Context: an optimization exercise on an open-source flow, tuned for small area, a short achievable clock period and few clock cycles per item. The choices shown serve that exercise and are no tape-out recipe. The RTL was checked by simulation tests, not by an equivalence proof against the original design.

==> module sdiv_unit, before the edit <==
module sdiv_unit #(parameter STEP = 4) (
		input clk,
		input rst,
		input [63 : 0] data_in_bus,
		input [1 : 0] valid_in_bus,
		output [1 : 0] ready_in_bus,
		output [31 : 0] data_out_bus,
		output [0 : 0] valid_out_bus,
		input [0 : 0] ready_out_bus
);
	localparam NCH = 32 / STEP;           
	localparam CW = 3;                    
	reg [31:0] ia, ib;
	reg fa, fb;           
	reg rdy_a, rdy_b;     
	reg iter;
	reg [30:0] rem;       
	reg [31:0] aq;        
	reg [31:0] bd;        
	reg [CW-1:0] cnt;     
	reg qneg;
	reg [1:0] nq;         
	reg vout;             
	reg hnz;              
	reg [31:0] odat;      
	assign ready_in_bus = {rdy_b, rdy_a};
	assign valid_out_bus = vout;
	assign data_out_bus = odat;
	function [32:0] bkadd(input [32:0] x, input [32:0] y, input ci);
		reg [32:0] g, p, p0;
		integer d, i;
		begin
			p0 = x ^ y;
			g = x & y;
			p = p0;
			g[0] = g[0] | (p[0] & ci);
			for (d = 1; d < 33; d = d * 2)
				for (i = 2 * d - 1; i < 33; i = i + 2 * d) begin
					g[i] = g[i] | (p[i] & g[i - d]);
					p[i] = p[i] & p[i - d];
				end
			for (d = 16; d >= 1; d = d / 2)
				for (i = 3 * d - 1; i < 33; i = i + 2 * d) begin
					g[i] = g[i] | (p[i] & g[i - d]);
					p[i] = p[i] & p[i - d];
				end
			bkadd = p0 ^ {g[31:0], ci};
		end
	endfunction
	function [31:0] cneg(input [31:0] x, input c);
		reg [31:0] o;
		integer d, i;
		begin
			o = {x[30:0], 1'b0};    
			for (d = 1; d < 32; d = d * 2)
				for (i = 31; i >= d; i = i - 1)
					o[i] = o[i] | o[i - d];
			cneg = x ^ ({32{c}} & o);
		end
	endfunction
	function [5:0] blen(input [31:0] x);
		integer i;
		begin
			blen = 6'd0;
			for (i = 0; i < 32; i = i + 1)
				if (x[i]) blen = i + 1;
		end
	endfunction
	wire aneg = ia[31];
	wire [31:0] absa = cneg(ia, aneg);
	wire [31:0] bx = ib ^ {32{ib[31]}};   
	wire [5:0] la = blen(absa);
	wire [5:0] lb = blen(bx);
	wire qzero = (la < lb);                       
	wire [6:0] nqb = la - lb + 1;                 
	wire [6:0] nqc = (nqb > 32) ? 7'd32 : nqb;
	wire [CW:0] nch = (nqc + STEP - 1) / STEP;    
	wire [CW-1:0] shc = NCH - nch;                
	wire [63:0] fun = {32'd0, absa} << (shc * STEP);
	wire bneg = bd[31];
	reg [30:0] r_i;
	reg [31:0] q_i;
	reg [32:0] t;
	wire [32:0] dneg = {1'b1, bd ^ {32{~bneg}}};    
	integer k;
	always @(*) begin
		r_i = rem;
		q_i = aq;
		for (k = 0; k < STEP; k = k + 1) begin
			t = bkadd({1'b0, r_i, q_i[31]}, dneg, ~bneg);
			r_i = t[32] ? {r_i[29:0], q_i[31]} : t[30:0];
			q_i = {q_i[30:0], ~t[32]};
		end
	end
	wire take_a = valid_in_bus[0] & rdy_a;
	wire take_b = valid_in_bus[1] & rdy_b;
	wire take_o = vout & ready_out_bus[0];
	wire last = iter & (cnt == 0);
	wire nzw = last & (nq == 2'd0);    
	wire unit_free = ~iter | nzw;
	wire consume = fa & fb & unit_free & (~qzero | (nq != 2'd3));
	wire start = consume & ~qzero;     
	wire zw = consume & qzero;         
	wire fa_n = (fa & ~consume) | take_a;
	wire fb_n = (fb & ~consume) | take_b;
	wire iter_n = start | (iter & ~nzw);
	wire [CW-1:0] cnt_n = start ? nch - 1'b1 : (iter & ~last) ? cnt - 1'b1 : cnt;
	wire [1:0] nq_s = nq + nzw + zw;
	wire [1:0] nq_t = nq_s - 1'b1;
	wire [1:0] nq_n = take_o ? nq_t : nq_s;
	wire last_n = iter_n & (cnt_n == 0);
	wire sure_s = (~iter_n & (nq_s != 2'd3)) | (last_n & (nq_s == 2'd0));
	wire sure_t = (~iter_n & (nq_t != 2'd3)) | (last_n & (nq_t == 2'd0));
	wire sure_n = take_o ? sure_t : sure_s;
	always @(posedge clk, posedge rst)
		if (rst) begin
			fa <= 1'b0;
			fb <= 1'b0;
			rdy_a <= 1'b1;
			rdy_b <= 1'b1;
			iter <= 1'b0;
			nq <= 2'd0;
			vout <= 1'b0;
			hnz <= 1'b0;
		end else begin
			fa <= fa_n;
			fb <= fb_n;
			rdy_a <= ~fa_n | (fb_n & sure_n);
			rdy_b <= ~fb_n | (fa_n & sure_n);
			iter <= iter_n;
			nq <= nq_n;
			vout <= take_o ? (nq_t != 2'd0) : (nq_s != 2'd0);
			hnz <= nzw | (hnz & ~take_o);
		end
	always @(posedge clk) begin
		if (~fa | consume) ia <= data_in_bus[31:0];
		if (~fb | consume) ib <= data_in_bus[63:32];
		cnt <= cnt_n;
		if (start) begin
			qneg <= ia[31] ^ ib[31];
			bd <= ib;
			rem <= fun[62:32];
			aq <= fun[31:0];
		end else if (iter & ~last) begin
			rem <= r_i;
			aq <= q_i;
		end
		if (nzw) odat <= cneg(q_i, qneg);
		else if ((take_o & hnz) | (zw & (nq == 2'd0))) odat <= 32'd0;
	end
endmodule
export LEC_CHECK = 0
export CAP_MARGIN = 20
export CORE_MARGIN = 2
export CORE_UTILIZATION = 65
export SLEW_MARGIN = 20
create_clock -name core_clock -period 110.0 [get_ports {clk}]
standard.sh (not shown) runs the stock make flow with config.mk's settings and CLKGATE_MAP_FILE= SYNTH_SCRIPT=/design/flow/synth_recipe.tcl, a recipe that flattens the netlist after the stock synthesis.
==> flow/flow/run.sh <==
#!/bin/bash
# The standard layout (the standard.sh, standard synthesis unchanged), with every port
# buffered by a plain sky130 buf_1 instead of the buffer the resizer picks by default, and a
# clock tree of clkbuf_16 leaves over clusters of up to 30 sinks, without dummy loads.
set -euo pipefail
bash standard.sh \
  'BUFFER_PORTS_ARGS=-buffer_cell sky130_fd_sc_hd__buf_1' \
  'CTS_ARGS=-sink_clustering_enable -repair_clock_nets -dont_use_dummy_load -buf_list sky130_fd_sc_hd__clkbuf_16 -sink_clustering_size 30 -sink_clustering_max_diameter 100' \
  finish > flow_make.log 2>&1
Testbench counts at the start, summed over its fixed seeds: cycles 27,293, items 12,000.
Change:
--- a/flow/design.v
+++ b/flow/design.v
@@ -117,6 +117,6 @@
 			fa <= 1'b0;
 			fb <= 1'b0;
-			rdy_a <= 1'b1;
-			rdy_b <= 1'b1;
+			rdy_a <= 1'b0;
+			rdy_b <= 1'b0;
 			iter <= 1'b0;
 			nq <= 2'd0;
Outcome: The changed run completed with no timing, DRC or antenna violations. Non-clock buffer count decreases by 2. Maximum frequency increases slightly. Final area is about the same. Worst setup slack gains 0.092 ns. Via count increases slightly. First-iteration DRC count increases by about a fifth. Global-route usage decreases by 0.51 points.
Testbench counts after the change, summed over its fixed seeds: cycles 27,301, items 12,000.

rev 12:
sdiv_unit, a different RTL version from the one above (not shown whole).
Size in the first run: ~1900 cells after synthesis, about 18000 um^2 of cells after synthesis.
## sdiv_unit
module sdiv_unit #(parameter STEP = 4) (
		input clk,
		input rst,
		input [63 : 0] data_in_bus,
		input [1 : 0] valid_in_bus,
		output [1 : 0] ready_in_bus,
		output [31 : 0] data_out_bus,
		output [0 : 0] valid_out_bus,
		input [0 : 0] ready_out_bus
);
	localparam NCH = 32 / STEP;           
	localparam CW = 3;                    
	reg [31:0] ia, ib;
	reg fa, fb;           
	reg rdy_a, rdy_b;     
	reg iter;
	reg [31:0] rem;       
	reg [31:0] aq;        
	reg [31:0] bd;        
	reg [CW-1:0] cnt;     
	reg qneg;
	reg [1:0] nq;         
	reg vout;             
	reg hnz;              
	reg [31:0] odat;      
	assign ready_in_bus = {rdy_b, rdy_a};
	assign valid_out_bus = vout;
	assign data_out_bus = odat;
	function [32:0] bkadd(input [32:0] x, input [32:0] y, input ci);
		reg [32:0] g, p, p0;
		integer d, i;
		begin
			p0 = x ^ y;
			g = x & y;
			p = p0;
			g[0] = g[0] | (p[0] & ci);
			for (d = 1; d < 33; d = d * 2)
				for (i = 2 * d - 1; i < 33; i = i + 2 * d) begin
					g[i] = g[i] | (p[i] & g[i - d]);
					p[i] = p[i] & p[i - d];
				end
			for (d = 16; d >= 1; d = d / 2)
				for (i = 3 * d - 1; i < 33; i = i + 2 * d) begin
					g[i] = g[i] | (p[i] & g[i - d]);
					p[i] = p[i] & p[i - d];
				end
			bkadd = p0 ^ {g[31:0], ci};
		end
	endfunction
	function [31:0] cneg(input [31:0] x, input c);
		reg [31:0] o;
		integer d, i;
		begin
			o = {x[30:0], 1'b0};    
			for (d = 1; d < 32; d = d * 2)
				for (i = 31; i >= d; i = i - 1)
					o[i] = o[i] | o[i - d];
			cneg = x ^ ({32{c}} & o);
		end
	endfunction
  ...
==> module sdiv_unit, before the edit <==
module sdiv_unit #(parameter STEP = 4) (
		input clk,
		input rst,
		input [63 : 0] data_in_bus,
		input [1 : 0] valid_in_bus,
		output [1 : 0] ready_in_bus,
		output [31 : 0] data_out_bus,
		output [0 : 0] valid_out_bus,
		input [0 : 0] ready_out_bus
);
	localparam NCH = 32 / STEP;           
	localparam CW = 3;                    
	reg [31:0] ia, ib;
	reg fa, fb;           
	reg rdy_a, rdy_b;     
	reg iter;
	reg [31:0] rem;       
	reg [31:0] aq;        
	reg [31:0] bd;        
	reg [CW-1:0] cnt;     
	reg qneg;
	reg [1:0] nq;         
	reg vout;             
	reg hnz;              
	reg [31:0] odat;      
	assign ready_in_bus = {rdy_b, rdy_a};
	assign valid_out_bus = vout;
	assign data_out_bus = odat;
	function [32:0] bkadd(input [32:0] x, input [32:0] y, input ci);
		reg [32:0] g, p, p0;
		integer d, i;
		begin
			p0 = x ^ y;
			g = x & y;
			p = p0;
			g[0] = g[0] | (p[0] & ci);
			for (d = 1; d < 33; d = d * 2)
				for (i = 2 * d - 1; i < 33; i = i + 2 * d) begin
					g[i] = g[i] | (p[i] & g[i - d]);
					p[i] = p[i] & p[i - d];
				end
			for (d = 16; d >= 1; d = d / 2)
				for (i = 3 * d - 1; i < 33; i = i + 2 * d) begin
					g[i] = g[i] | (p[i] & g[i - d]);
					p[i] = p[i] & p[i - d];
				end
			bkadd = p0 ^ {g[31:0], ci};
		end
	endfunction
	function [31:0] cneg(input [31:0] x, input c);
		reg [31:0] o;
		integer d, i;
		begin
			o = {x[30:0], 1'b0};    
			for (d = 1; d < 32; d = d * 2)
				for (i = 31; i >= d; i = i - 1)
					o[i] = o[i] | o[i - d];
			cneg = x ^ ({32{c}} & o);
		end
	endfunction
	function [5:0] blen(input [31:0] x);
		integer i;
		begin
			blen = 6'd0;
			for (i = 0; i < 32; i = i + 1)
				if (x[i]) blen = i + 1;
		end
	endfunction
	wire aneg = ia[31];
	wire [31:0] absa = cneg(ia, aneg);
	wire [31:0] bx = ib ^ {32{ib[31]}};   
	wire [5:0] la = blen(absa);
	wire [5:0] lb = blen(bx);
	wire qzero = (la < lb);                       
	wire [6:0] nqb = la - lb + 1;                 
	wire [6:0] nqc = (nqb > 32) ? 7'd32 : nqb;
	wire [CW:0] nch = (nqc + STEP - 1) / STEP;    
	wire [CW-1:0] shc = NCH - nch;                
	wire [63:0] fun = {32'd0, absa} << (shc * STEP);
	wire bneg = bd[31];
	reg [31:0] r_i, q_i;
	reg [32:0] t;
	wire [32:0] dneg = {1'b1, bd ^ {32{~bneg}}};    
	integer k;
	always @(*) begin
		r_i = rem;
		q_i = aq;
		for (k = 0; k < STEP; k = k + 1) begin
			t = bkadd({r_i, q_i[31]}, dneg, ~bneg);
			r_i = t[32] ? {r_i[30:0], q_i[31]} : t[31:0];
			q_i = {q_i[30:0], ~t[32]};
		end
	end
	wire take_a = valid_in_bus[0] & rdy_a;
	wire take_b = valid_in_bus[1] & rdy_b;
	wire take_o = vout & ready_out_bus[0];
	wire last = iter & (cnt == 0);
	wire nzw = last & (nq == 2'd0);    
	wire unit_free = ~iter | nzw;
	wire consume = fa & fb & unit_free & (~qzero | (nq != 2'd3));
	wire start = consume & ~qzero;     
	wire zw = consume & qzero;         
	wire fa_n = (fa & ~consume) | take_a;
	wire fb_n = (fb & ~consume) | take_b;
	wire iter_n = start | (iter & ~nzw);
	wire [CW-1:0] cnt_n = start ? nch - 1'b1 : (iter & ~last) ? cnt - 1'b1 : cnt;
	wire [1:0] nq_n = nq - take_o + nzw + zw;
	wire sure_n = (~iter_n & (nq_n != 2'd3)) | (iter_n & (cnt_n == 0) & (nq_n == 2'd0));
	always @(posedge clk, posedge rst)
		if (rst) begin
			fa <= 1'b0;
			fb <= 1'b0;
			rdy_a <= 1'b1;
			rdy_b <= 1'b1;
			iter <= 1'b0;
			nq <= 2'd0;
			vout <= 1'b0;
			hnz <= 1'b0;
		end else begin
			fa <= fa_n;
			fb <= fb_n;
			rdy_a <= ~fa_n | (fb_n & sure_n);
			rdy_b <= ~fb_n | (fa_n & sure_n);
			iter <= iter_n;
			nq <= nq_n;
			vout <= (nq_n != 2'd0);
			hnz <= nzw | (hnz & ~take_o);
		end
	always @(posedge clk) begin
		if (~fa | consume) ia <= data_in_bus[31:0];
		if (~fb | consume) ib <= data_in_bus[63:32];
		cnt <= cnt_n;
		if (start) begin
			qneg <= ia[31] ^ ib[31];
			bd <= ib;
			rem <= fun[63:32];
			aq <= fun[31:0];
		end else if (iter & ~last) begin
			rem <= r_i;
			aq <= q_i;
		end
		if (nzw) odat <= cneg(q_i, qneg);
		else if ((take_o & hnz) | (zw & (nq == 2'd0))) odat <= 32'd0;
	end
endmodule
==> flow/config.mk <==
export PLATFORM = sky130hd
export DESIGN_NAME = sdiv_unit
export DESIGN_NICKNAME = sdiv_unit
export VERILOG_FILES = /design/flow/design.v
export SDC_FILE = /design/flow/constraint.sdc
export NUM_CORES = 4
export LEC_CHECK = 0
export CAP_MARGIN = 20
export CORE_MARGIN = 2
export CORE_UTILIZATION = 65
export CTS_BUF_LIST = sky130_fd_sc_hd__clkbuf_4
export SLEW_MARGIN = 20
==> flow/constraint.sdc <==
create_clock -name core_clock -period 110.0 [get_ports {clk}]
set_input_delay 22.0000 -clock core_clock [delete_from_list [all_inputs] [get_ports {clk}]]
set_output_delay 22.0000 -clock core_clock [all_outputs]
set_load 0.01 [all_outputs]
==> flow/flow/run.sh <==
#!/bin/bash
# The standard layout (the standard.sh, standard synthesis unchanged), with every port
# buffered by a plain sky130 buf_1 instead of the buffer the resizer picks by default.
set -euo pipefail
bash standard.sh 'BUFFER_PORTS_ARGS=-buffer_cell sky130_fd_sc_hd__buf_1' finish > flow_make.log 2>&1
Testbench counts of rev 12, summed over its fixed seeds: cycles 27,293, items 12,000.
What rev 13 does differently from rev 12 at the input level:
-- flow/design.v --
<<< rev 12, line 15
	reg rdy_a, rdy_b;     
	reg iter;
	reg [31:0] rem;       
	reg [31:0] aq;        
	reg [31:0] bd;        
>>> rev 13, line 15
	reg rdy_a, rdy_b;     
	reg iter;
	reg [30:0] rem;       
	reg [31:0] aq;        
	reg [31:0] bd;        
<<< rev 12, line 79
	wire [63:0] fun = {32'd0, absa} << (shc * STEP);
	wire bneg = bd[31];
	reg [31:0] r_i, q_i;
	reg [32:0] t;
	wire [32:0] dneg = {1'b1, bd ^ {32{~bneg}}};    
>>> rev 13, line 79
	wire [63:0] fun = {32'd0, absa} << (shc * STEP);
	wire bneg = bd[31];
	reg [30:0] r_i;
	reg [31:0] q_i;
	reg [32:0] t;
	wire [32:0] dneg = {1'b1, bd ^ {32{~bneg}}};    
<<< rev 12, line 87
		q_i = aq;
		for (k = 0; k < STEP; k = k + 1) begin
			t = bkadd({r_i, q_i[31]}, dneg, ~bneg);
			r_i = t[32] ? {r_i[30:0], q_i[31]} : t[31:0];
			q_i = {q_i[30:0], ~t[32]};
		end
>>> rev 13, line 88
		q_i = aq;
		for (k = 0; k < STEP; k = k + 1) begin
			t = bkadd({1'b0, r_i, q_i[31]}, dneg, ~bneg);
			r_i = t[32] ? {r_i[29:0], q_i[31]} : t[30:0];
			q_i = {q_i[30:0], ~t[32]};
		end
<<< rev 12, line 105
	wire iter_n = start | (iter & ~nzw);
	wire [CW-1:0] cnt_n = start ? nch - 1'b1 : (iter & ~last) ? cnt - 1'b1 : cnt;
	wire [1:0] nq_n = nq - take_o + nzw + zw;
	wire sure_n = (~iter_n & (nq_n != 2'd3)) | (iter_n & (cnt_n == 0) & (nq_n == 2'd0));
	always @(posedge clk, posedge rst)
		if (rst) begin
>>> rev 13, line 106
	wire iter_n = start | (iter & ~nzw);
	wire [CW-1:0] cnt_n = start ? nch - 1'b1 : (iter & ~last) ? cnt - 1'b1 : cnt;
	wire [1:0] nq_s = nq + nzw + zw;
	wire [1:0] nq_t = nq_s - 1'b1;
	wire [1:0] nq_n = take_o ? nq_t : nq_s;
	wire last_n = iter_n & (cnt_n == 0);
	wire sure_s = (~iter_n & (nq_s != 2'd3)) | (last_n & (nq_s == 2'd0));
	wire sure_t = (~iter_n & (nq_t != 2'd3)) | (last_n & (nq_t == 2'd0));
	wire sure_n = take_o ? sure_t : sure_s;
	always @(posedge clk, posedge rst)
		if (rst) begin
<<< rev 12, line 124
			iter <= iter_n;
			nq <= nq_n;
			vout <= (nq_n != 2'd0);
			hnz <= nzw | (hnz & ~take_o);
		end
>>> rev 13, line 130
			iter <= iter_n;
			nq <= nq_n;
			vout <= take_o ? (nq_t != 2'd0) : (nq_s != 2'd0);
			hnz <= nzw | (hnz & ~take_o);
		end
<<< rev 12, line 134
			qneg <= ia[31] ^ ib[31];
			bd <= ib;
			rem <= fun[63:32];
			aq <= fun[31:0];
		end else if (iter & ~last) begin
>>> rev 13, line 140
			qneg <= ia[31] ^ ib[31];
			bd <= ib;
			rem <= fun[62:32];
			aq <= fun[31:0];
		end else if (iter & ~last) begin
Results
Final area is lower on rev 13. Going from rev 12 to rev 13, via count went down; final clock period utilization by the worst path did not really move; layout overhead on the synthesized area went down; half-perimeter wire length of the detailed placement result went up. Against rev 12 as the reference, rev 13 delivers a higher minimum setup slack in the final design.
Testbench counts of rev 13, summed over its fixed seeds: cycles 27,293, items 12,000.

port drivers added, routing unchanged:
The flow's constraints put no driver on any port. The routed layouts listed below were extracted and timed again, unchanged, in two steps.
Step 1 (the two cells are an assumption about what drives the block):
set clk [get_ports {clk}]
set_driving_cell -lib_cell sky130_fd_sc_hd__clkbuf_16 $clk
set_driving_cell -lib_cell sky130_fd_sc_hd__buf_2 [delete_from_list [all_inputs] $clk]
Step 2, shift: input delay + t, output delay - t, t = (earliest + latest rising clock arrival at the registers) / 2. This alone moves slack from input paths to output paths.
a / b / c = ideal ports / drivers / drivers and shift; a / b = the first two.
run	t, ns	setup WS [ns]	clock arrival spread, ns
the first run of note 1	0.526	86.842 / 86.792 / 86.894	0.072 / 0.071
the second run of note 1	0.525	86.934 / 86.883 / 86.933	0.080 / 0.079
rev 12	0.752	86.596 / 86.567 / 85.867	0.050 / 0.049
rev 13	0.728	86.627 / 86.579 / 86.902	0.043 / 0.042
After both steps setup and hold are still met in every run listed. For rev 12, which loses most, drivers alone change the setup slack by -0.029 ns; drivers and shift together by -0.729 ns.
